What follows belongs to an exercise in optimizing a design on an open flow for a short achievable clock period and few clock cycles; a production flow would make more cautious choices. Function was checked by simulation only, so behaviour that the tests miss may differ from the original.

--- flow/design.v ---
module cpu0(
        input wire reset,
        input wire clk,
        output reg wr,
        input wire [15:0] data_in,
        output wire [15:0] data_out,
        output wire [15:0] address_bus
    );
    localparam [2:0] S_BUB  = 3'd0,   
                     S_OP   = 3'd1,   
                     S_IMM  = 3'd2,   
                     S_IMM1 = 3'd3,   
                     S_LD   = 3'd4,   
                     S_ST   = 3'd5,   
                     S_DIV  = 3'd6,   
                     S_MUL  = 3'd7;   
    localparam [4:0] A_ADD = 5'h00, A_SUB = 5'h01, A_AND = 5'h02, A_CMP = 5'h03,
                     A_XOR = 5'h04, A_TEST = 5'h05, A_OR = 5'h06, A_MOV = 5'h07,
                     A_DEC = 5'h08, A_INC = 5'h09, A_SHL = 5'h0A, A_SHR = 5'h0B,
                     A_ADC = 5'h0C, A_SBB = 5'h0D, A_NOT = 5'h0E, A_DIV = 5'h0F,
                     A_MUL = 5'h10, A_ROL = 5'h11, A_ROR = 5'h12, A_SAR = 5'h13,
                     A_RBIT = 5'h14, A_REV = 5'h15;
    reg [2:0]  st;
    reg [15:0] ar;       
    reg [15:0] iw;       
    reg [15:0] fp;       
    reg [15:0] dout;
    reg [15:0] opa;      
    reg [4:0]  ialu;     
    reg [3:0]  wdst;     
    reg [15:0] sp;
    reg        fc, fz, fs;
    reg [15:0] rf [0:15];    
    reg [15:0] dq;       
    reg [16:0] drem;
    reg [15:0] dd;       
    reg [1:0]  dcnt;
    assign address_bus = ar;
    assign data_out = dout;
    wire [7:0] op  = iw[15:8];
    wire [3:0] fdr = iw[7:4];
    wire [3:0] fsr = iw[3:0];
    wire [15:0] rda = rf[fdr];
    wire [15:0] rdb = rf[fsr];
    wire in_op  = (st == S_OP);
    wire in_imm = (st == S_IMM);
    wire [4:0]  acode = in_imm ? ialu : op[4:0];
    wire [15:0] A = in_imm ? opa : rda;
    wire [15:0] B = in_imm ? iw : rdb;
    wire incdec = (acode == A_DEC) || (acode == A_INC);
    wire [15:0] Bx = incdec ? 16'h0000 : B;
    wire ci = incdec ? 1'b1 : ((acode == A_ADC) || (acode == A_SBB)) ? fc : 1'b0;
    wire [16:0] sum = {1'b0, A} + {1'b0, Bx} + {16'h0000, ci};
    wire [15:0] dif = A - Bx - {15'h0000, ci};
    wire c_add = sum[16] & ~((&A) & ci);
    wire c_sub = (A < Bx);
    wire [3:0] sh = B[3:0];
    wire [15:0] shl = A << sh;
    wire [15:0] shr = A >> sh;
    wire [31:0] sar2 = {{16{A[15]}}, A} >> sh;
    wire [15:0] sar = sar2[15:0];
    wire [31:0] rol2 = {A, A} << sh;
    wire [31:0] ror2 = {A, A} >> sh;
    reg  [15:0] rbit;
    integer k;
    always @(*) for (k = 0; k < 16; k = k + 1) rbit[k] = A[15 - k];
    reg [15:0] alu_r;
    reg        alu_c;
    always @(*) begin
        alu_c = 1'b0;
        case (acode)
            A_ADD, A_INC, A_ADC: begin alu_r = sum[15:0]; alu_c = c_add; end
            A_SUB, A_CMP, A_DEC, A_SBB: begin alu_r = dif; alu_c = c_sub; end
            A_AND, A_TEST: alu_r = A & B;
            A_XOR: alu_r = A ^ B;
            A_OR:  alu_r = A | B;
            A_MOV: alu_r = B;
            A_SHL: begin alu_r = shl; alu_c = A[15]; end
            A_SHR: begin alu_r = shr; alu_c = A[0]; end
            A_SAR: begin alu_r = sar; alu_c = A[0]; end
            A_NOT: alu_r = ~A;
            A_ROL: alu_r = rol2[31:16];
            A_ROR: alu_r = ror2[15:0];
            A_RBIT: alu_r = rbit;
            A_REV: alu_r = {A[7:0], A[15:8]};
            default: alu_r = 16'h0000;
        endcase
    end
    wire alu_wf = (acode != A_MOV);
    wire alu_wr = (acode != A_CMP) && (acode != A_TEST);
    reg [15:0] nq;
    reg [16:0] nrem;
    integer j;
    always @(*) begin
        nq = dq;
        nrem = drem;
        for (j = 0; j < 4; j = j + 1) begin
            nrem = {nrem[15:0], nq[15]};
            nq = {nq[14:0], 1'b0};
            if (nrem >= {1'b0, dd}) begin
                nrem = nrem - {1'b0, dd};
                nq[0] = 1'b1;
            end
        end
    end
    wire g_alu   = (op[7:5] == 3'b000);
    wire is_div  = g_alu && (op[4:0] == A_DIV);
    wire is_mul  = g_alu && (op[4:0] == A_MUL);
    wire is_jr   = (op[7:3] == 5'b01000);
    wire is_clc  = (op == 8'h78);
    wire is_stc  = (op == 8'h7A);
    wire is_jmpa = (op == 8'h80);
    wire is_mvrd = (op == 8'h81);
    wire is_ldrr = (op == 8'h82);
    wire is_strr = (op == 8'h83);
    wire is_push = (op == 8'h84);
    wire is_pop  = (op == 8'h85);
    wire is_immalu = (op >= 8'h86) && (op <= 8'h93);
    wire is_adddd = (op == 8'hC0);
    reg [4:0] imap;
    always @(*) begin
        case (op)
            8'h86: imap = A_ROL;
            8'h87: imap = A_ROR;
            8'h88: imap = A_SHL;
            8'h89: imap = A_SHR;
            8'h8A: imap = A_SAR;
            8'h8B: imap = A_ADD;
            8'h8C: imap = A_SUB;
            8'h8D: imap = A_AND;
            8'h8E: imap = A_CMP;
            8'h8F: imap = A_XOR;
            8'h90: imap = A_TEST;
            8'h91: imap = A_OR;
            8'h92: imap = A_ADC;
            8'h93: imap = A_SBB;
            8'hC0: imap = A_ADD;
            default: imap = A_MOV;    
        endcase
    end
    reg jr_take;
    always @(*) begin
        case (op[2:0])
            3'b000: jr_take = 1'b1;
            3'b100: jr_take = fc;
            3'b101: jr_take = ~fc;
            3'b110: jr_take = fz;
            3'b111: jr_take = ~fz;
            3'b001: jr_take = fs;
            3'b011: jr_take = ~fs;
            default: jr_take = 1'b0;
        endcase
    end
    wire [15:0] ar_inc = ar + 16'd1;
    wire [15:0] jr_tgt = ar + {{8{iw[7]}}, iw[7:0]};
    wire [15:0] sp_dec = sp - 16'd1;
    wire [15:0] prod_r = dq * dd;
    wire alu_exec = (in_op && g_alu && !is_div && !is_mul) || in_imm;
    wire div_done = (st == S_DIV) && (dcnt == 2'd3);
    wire mul_done = (st == S_MUL);
    reg        rf_we;
    reg [3:0]  rf_wa;
    reg [15:0] rf_wd;
    always @(*) begin
        rf_we = 1'b0;
        rf_wa = wdst;
        rf_wd = alu_r;
        if (st == S_LD) begin
            rf_we = 1'b1;
            rf_wd = data_in;
        end else if (div_done) begin
            rf_we = 1'b1;
            rf_wd = nq;
        end else if (mul_done) begin
            rf_we = 1'b1;
            rf_wd = prod_r;
        end else if (alu_exec) begin
            rf_we = alu_wr;
            rf_wa = in_imm ? wdst : fdr;
        end
    end
    genvar g;
    generate
        for (g = 0; g < 16; g = g + 1) begin : regs
            reg [15:0] q;
            always @(posedge clk or negedge reset) begin
                if (!reset) q <= 16'h0000;
                else if (rf_we && rf_wa == g) q <= rf_wd;
            end
            always @(*) rf[g] = q;
        end
    endgenerate
    always @(posedge clk or negedge reset) begin
        if (!reset) begin
            st <= S_BUB;
            ar <= 16'h0000;
            iw <= 16'h0000;
            fp <= 16'h0000;
            dout <= 16'h0000;
            wr <= 1'b1;
            opa <= 16'h0000;
            ialu <= 5'h00;
            wdst <= 4'h0;
            sp <= 16'h03FF;
            fc <= 1'b0; fz <= 1'b0; fs <= 1'b0;
            dq <= 16'h0000; drem <= 17'h00000; dd <= 16'h0000; dcnt <= 2'd0;
        end else begin
            case (st)
                S_BUB: begin
                    iw <= data_in;
                    ar <= ar_inc;
                    st <= S_OP;
                end
                S_OP: begin
                    iw <= data_in;
                    ar <= ar_inc;
                    st <= S_OP;
                    if (g_alu) begin
                        if (is_div) begin
                            dq <= rda; dd <= rdb; drem <= 17'h00000; dcnt <= 2'd0;
                            wdst <= fdr;
                            st <= S_DIV;
                        end else if (is_mul) begin
                            dq <= rda; dd <= rdb;
                            wdst <= fdr;
                            st <= S_MUL;
                        end else if (alu_wf) begin
                            fc <= alu_c; fz <= (alu_r == 16'h0000); fs <= alu_r[15];
                        end
                    end else if (is_jr) begin
                        if (jr_take) begin
                            ar <= jr_tgt;
                            st <= S_BUB;
                        end
                    end else if (is_clc) begin
                        fc <= 1'b0;
                    end else if (is_stc) begin
                        fc <= 1'b1;
                    end else if (is_jmpa) begin
                        ar <= data_in;
                        st <= S_BUB;
                    end else if (is_mvrd || is_immalu) begin
                        opa <= rda; ialu <= imap; wdst <= fdr;
                        st <= S_IMM;
                    end else if (is_adddd) begin
                        ialu <= A_ADD; wdst <= fdr;
                        st <= S_IMM1;
                    end else if (is_ldrr) begin
                        ar <= rdb; fp <= ar_inc; wdst <= fdr;
                        st <= S_LD;
                    end else if (is_pop) begin
                        ar <= sp; sp <= sp + 16'd1; fp <= ar_inc; wdst <= fdr;
                        st <= S_LD;
                    end else if (is_strr) begin
                        ar <= rda; dout <= rdb; wr <= 1'b0; fp <= ar_inc;
                        st <= S_ST;
                    end else if (is_push) begin
                        ar <= sp_dec; sp <= sp_dec; dout <= rdb; wr <= 1'b0; fp <= ar_inc;
                        st <= S_ST;
                    end
                end
                S_IMM1: begin
                    opa <= iw;
                    iw <= data_in;
                    ar <= ar_inc;
                    st <= S_IMM;
                end
                S_IMM: begin
                    if (alu_wf) begin
                        fc <= alu_c; fz <= (alu_r == 16'h0000); fs <= alu_r[15];
                    end
                    iw <= data_in;
                    ar <= ar_inc;
                    st <= S_OP;
                end
                S_LD: begin
                    ar <= fp;
                    st <= S_OP;
                end
                S_ST: begin
                    wr <= 1'b1;
                    ar <= fp;
                    st <= S_OP;
                end
                S_DIV: begin
                    dq <= nq; drem <= nrem; dcnt <= dcnt + 2'd1;
                    if (dcnt == 2'd3) begin
                        fc <= 1'b0; fz <= (nq == 16'h0000); fs <= nq[15];
                        st <= S_OP;
                    end
                end
                S_MUL: begin
                    fc <= 1'b0; fz <= (prod_r == 16'h0000); fs <= prod_r[15];
                    st <= S_OP;
                end
            endcase
        end
    end
endmodule
--- flow/run.sh ---
#!/bin/bash
# synth_recipe.tcl (not shown) runs the flow's synth.tcl, then flattens the netlist and writes it again
# the make line also repeats each setting of config.mk as NAME=value (left out here)
make -C /OpenROAD-flow-scripts/flow DESIGN_CONFIG=/design/flow/config.mk WORK_HOME=/design/flow/orfs CLKGATE_MAP_FILE= SYNTH_SCRIPT=/design/flow/synth_recipe.tcl finish
--- flow/config.mk ---
export PLATFORM = sky130hd
export DESIGN_NAME = cpu0
export DESIGN_NICKNAME = cpu0
export VERILOG_FILES = /design/flow/design.v
export SDC_FILE = /design/flow/constraint.sdc
export NUM_CORES = 4
export LEC_CHECK = 0
export CAP_MARGIN = 20
export CORE_MARGIN = 2
export CORE_UTILIZATION = 40
export SLEW_MARGIN = 20
--- flow/constraint.sdc ---
create_clock -name core_clock -period 44.0 [get_ports {clk}]
set_input_delay 8.8000 -clock core_clock [delete_from_list [all_inputs] [get_ports {clk}]]
set_output_delay 8.8000 -clock core_clock [all_outputs]
set_load 0.01 [all_outputs]
==> run summary <==
per-stage QoR:
stage	hold slack (ns)	instance area, um^2	instances
finish	0.4746	42290	5989
global placement	0.4609	40530	5893
global route	0.5033	42280	5985
CTS	0.4833	42230	5984
floorplan	0.4413	38890	4757
detailed placement	0.4698	40530	5893
final cells by class:
cell class	count	area share
clock buffers	72	0.03346
multi-input cells	3721	0.6108
well taps	1276	0.03775
inverters	289	0.02583
flip-flops and latches	418	0.2481
clock inverters	19	0.006687
repair buffers	190	0.03710
diodes	4	0.0002367
cells by family (layout without fill, tap and decap cells):
group                      after synthesis  after routing  share of synthesized area
AOI/OAI and AO/OA                     1435           1435                     0.2387
xor gates and xnor gates               152            152                    0.03423
adders and majority gates              315            315                     0.1185
buffers and inverters                  618            570                    0.06946
DFF                                    418            418                     0.2693
muxes                                  306            306                    0.08564
other                                    0              4                          0
and+or+nand+nor                       1513           1513                     0.1842
metal layers:
layer	share of wire	vias up	wire length, um	track usage
met5	0.00017	-	28	0
met4	0.069	4	11360	0.1846
met3	0.11	568	18490	0.07654
met2	0.41	2469	67980	0.4655
met1	0.41	18590	67050	0.4411
li1	-	16880	-	-
layout by cell type (no fill, tap or decap), types with 56 or more instances in the layout:
cell / instances
a21oi_1: 282
a22oi_1: 63
a31oi_1: 56
and2_1: 72
buf_4: 139
dfrtp_1: 398
fa_1: 89
ha_1: 226
inv_1: 279
mux2_2: 145
mux2i_1: 146
nand2_1: 631
nand3_1: 86
nor2_1: 295
nor2b_1: 56
nor3_1: 75
o21ai_0: 420
xnor2_1: 101
how the worst min path moves through the flow:
stage	start	endpoint	slack (ns)	cells after the start
global route	fp[3]$_DFFE_PN0P_	fp[3]$_DFFE_PN0P_	0.50	2
CTS	fp[7]$_DFFE_PN0P_	fp[7]$_DFFE_PN0P_	0.48	2
floorplan	opa[15]$_DFFE_PN0P_	opa[15]$_DFFE_PN0P_	0.44	2
global placement	fp[7]$_DFFE_PN0P_	fp[7]$_DFFE_PN0P_	0.46	2
finish	fp[7]$_DFFE_PN0P_	fp[7]$_DFFE_PN0P_	0.47	2
detailed placement	fp[14]$_DFFE_PN0P_	fp[14]$_DFFE_PN0P_	0.47	2
worst reg2reg max path: cells and delay by family (launching register included):
family | cells | cell delay (ns)
AOI/OAI and AO/OA | 33 | 9.09
adders and majority gates | 4 | 1.21
buffers and inverters | 6 | 1.27
DFF | 1 | 0.85
muxes | 3 | 0.92
and+or+nand+nor | 6 | 0.80
state kept, by name, indices dropped and copies added, names as in the netlist, 16 cells and up:
| signal | cells |
|---|---|
| drem | 16 |
| dout | 16 |
| dq | 16 |
| opa | 16 |
| dd | 16 |
| sp | 16 |
| ar | 16 |
| fp | 16 |
| iw | 16 |
| regs.q | 256 |
==> results.sh <==
export IMPL_cts_root_buf="clkbuf_16"
export IMPL_largest_net_degree_at_the_start_of_global_routing=91
export IMPL_area_of_the_multi_input_gates_um2=25830
export IMPL_cts_htree_levels=2
export IMPL_grt_setup_unrepaired="no"
export IMPL_crit_path_start="dd[1]$_DFFE_PN0P_"
export IMPL_critPathRequiredTime_ns=44.45
export IMPL_dr_total_vias=38500
export IMPL_path_max_fanout=34
export IMPL_grt_overflow_total=0
export IMPL_cts_clk_slew_worst_paths_ns=0.06
export IMPL_number_of_endpoints_with_negative_hold_slack_in_the_final_report=0
export IMPL_synth_cell_area_um2=38890
export IMPL_hold_class="reg -> reg"
export IMPL_yosys_warnings=2
export IMPL_netlist_top_cell_by_area="dfrtp_1"
export IMPL_synth_flop_cell="dfrtp_1"
export IMPL_finalSetupViolations=0
export IMPL_reg2reg_from="dd[1]$_DFFE_PN0P_"
export IMPL_finalMaxSlewViolations=0
export IMPL_fill_cells=9595
export IMPL_synth_top_cell_area_share=0.2619
export IMPL_placement_setup_worst_slack_ns=30.06
export IMPL_die_area_um2=99740
export IMPL_worst_path_dominant_cell_family="compound AO/OA/AOI/OAI gates"
export IMPL_result_of_the_run="complete, no violations"
export IMPL_cp_class="reg -> reg"
export IMPL_critical_path_max_stage_delay_ns=0.85
export IMPL_synth_distinct_cells=114
export IMPL_crit_top_cell="o21ai_0"
export IMPL_asyncSetResetFlopFracSynth=1.000
export IMPL_sequential_cell_area_um2=10490
export IMPL_gr_usage_all_layers=0.3228
export IMPL_drt_iter0_drc=5314
export IMPL_max_freq_mhz=70.03
export IMPL_ys_top_cells_by_area="dfrtp_1, ha_1, nand2_1"
export IMPL_slew_headroom=0.2227
export IMPL_syn2layout_area_growth_pct=8.731
export IMPL_drt_antenna_violating_nets=0
export IMPL_cts_tree="built"
export IMPL_postSynthAreaPerCell_um2=8.176
export IMPL_post_route_period_util=0.3245
export IMPL_tightest_slew_ns=1.148
export IMPL_worst_r2r_setup_slack_ns=29.72
export IMPL_num_cts_buffers=51
export IMPL_critPathCaptureType="flop"
export IMPL_cts_path_max_buffers=3
export IMPL_routed_wirelength_um=164900
export IMPL_wire_length_of_the_first_global_routing_pass_um=242400
export IMPL_synth_ff_latch_count=418
export IMPL_maxCapViolations=0
export IMPL_worst_path_max_delay_cell="dfrtp_1"
export IMPL_initial_core_util=0.4027
export IMPL_dp_final_hpwl_um=117100
export IMPL_ctsHoldBuffers=0
export IMPL_route_detailed_wl_per_inst_um=27.54
export IMPL_crit_path_end="regs[2].q[0]$_DFFE_PN0P_"
export IMPL_synth_top_cells_by_count="nand2_1, o21ai_0, dfrtp_1"
export IMPL_yosysMostFrequentCell="nand2_1"
export IMPL_number_of_flops_mapped_to_enable_cells_by_yosys=0
export IMPL_cts_sink_count=418
export IMPL_insertion_delay_ns=0.64
export IMPL_mappedNetlistNets=5090
export IMPL_synth_sequential_area_ratio=0.2693
export IMPL_port_buffer_count=50
export IMPL_finalWorstPathRequiredPeriod_ns=14.28
export IMPL_worstSetupStartpointType="flop"
export IMPL_synth_cells=4757
export IMPL_finClkSkew_ns=0.05232
export IMPL_timing_rr_end="regs[2].q[0]$_DFFE_PN0P_"
export IMPL_worst_path_stages=52
export IMPL_postLayoutCoreUtil=0.4379
export IMPL_avgViaCountPerCell=6.429
export IMPL_grt_pass1_vias=35930
export IMPL_drt_pass1_iter_count=6
export IMPL_number_of_antenna_violations_at_the_first_check_in_global_routing=5
export IMPL_die_height_um=315.8
export IMPL_critPathBufInv=6
export IMPL_num_nets_final=5004
export IMPL_cts_resized=0
export IMPL_post_route_cells_drive_above_1_share=0.1011
export IMPL_io_pin_count=51
export IMPL_postCtsSetupBuffers=0
export IMPL_die_width_um=315.8
export IMPL_site_row_count=114
export IMPL_coreArea_um2=96570
export IMPL_gpl_congestion=1.007
export IMPL_timing_final_ws_setup_ns=29.72
export IMPL_dr_drc_count=0
export IMPL_setup_tns_ns=0
export IMPL_ff2ff_path_depth=52
export IMPL_cp_arrival_ns=14.73
Testbench counts, summed over its fixed seeds: cycles 37,858.

-- port drivers added, routing unchanged --
The results above use ideal ports. As a check the final layout listed here was re-extracted and re-timed, cells and wires unchanged.
Step 1 (the two cells are an assumption about what drives the block):
set clk [get_ports {clk}]
set_driving_cell -lib_cell sky130_fd_sc_hd__clkbuf_16 $clk
set_driving_cell -lib_cell sky130_fd_sc_hd__buf_2 [delete_from_list [all_inputs] $clk]
Step 2 times the ports against the registers' clock, not the clock port: input delays grow and output delays shrink by t, the midpoint of the rising clock arrivals with the driver on.
Slacks: ideal / step 1 / step 2; pairs: ideal / step 1.
shift t [ns]: 0.689
slack for setup (ns): 29.720 / 29.720 / 29.720
hold slack, ns: 0.475 / 0.475 / 0.475
After both steps this run still meets setup and hold. The setup slack of this run moves by 0.000 ns with the drivers and by 0.000 ns with both steps.
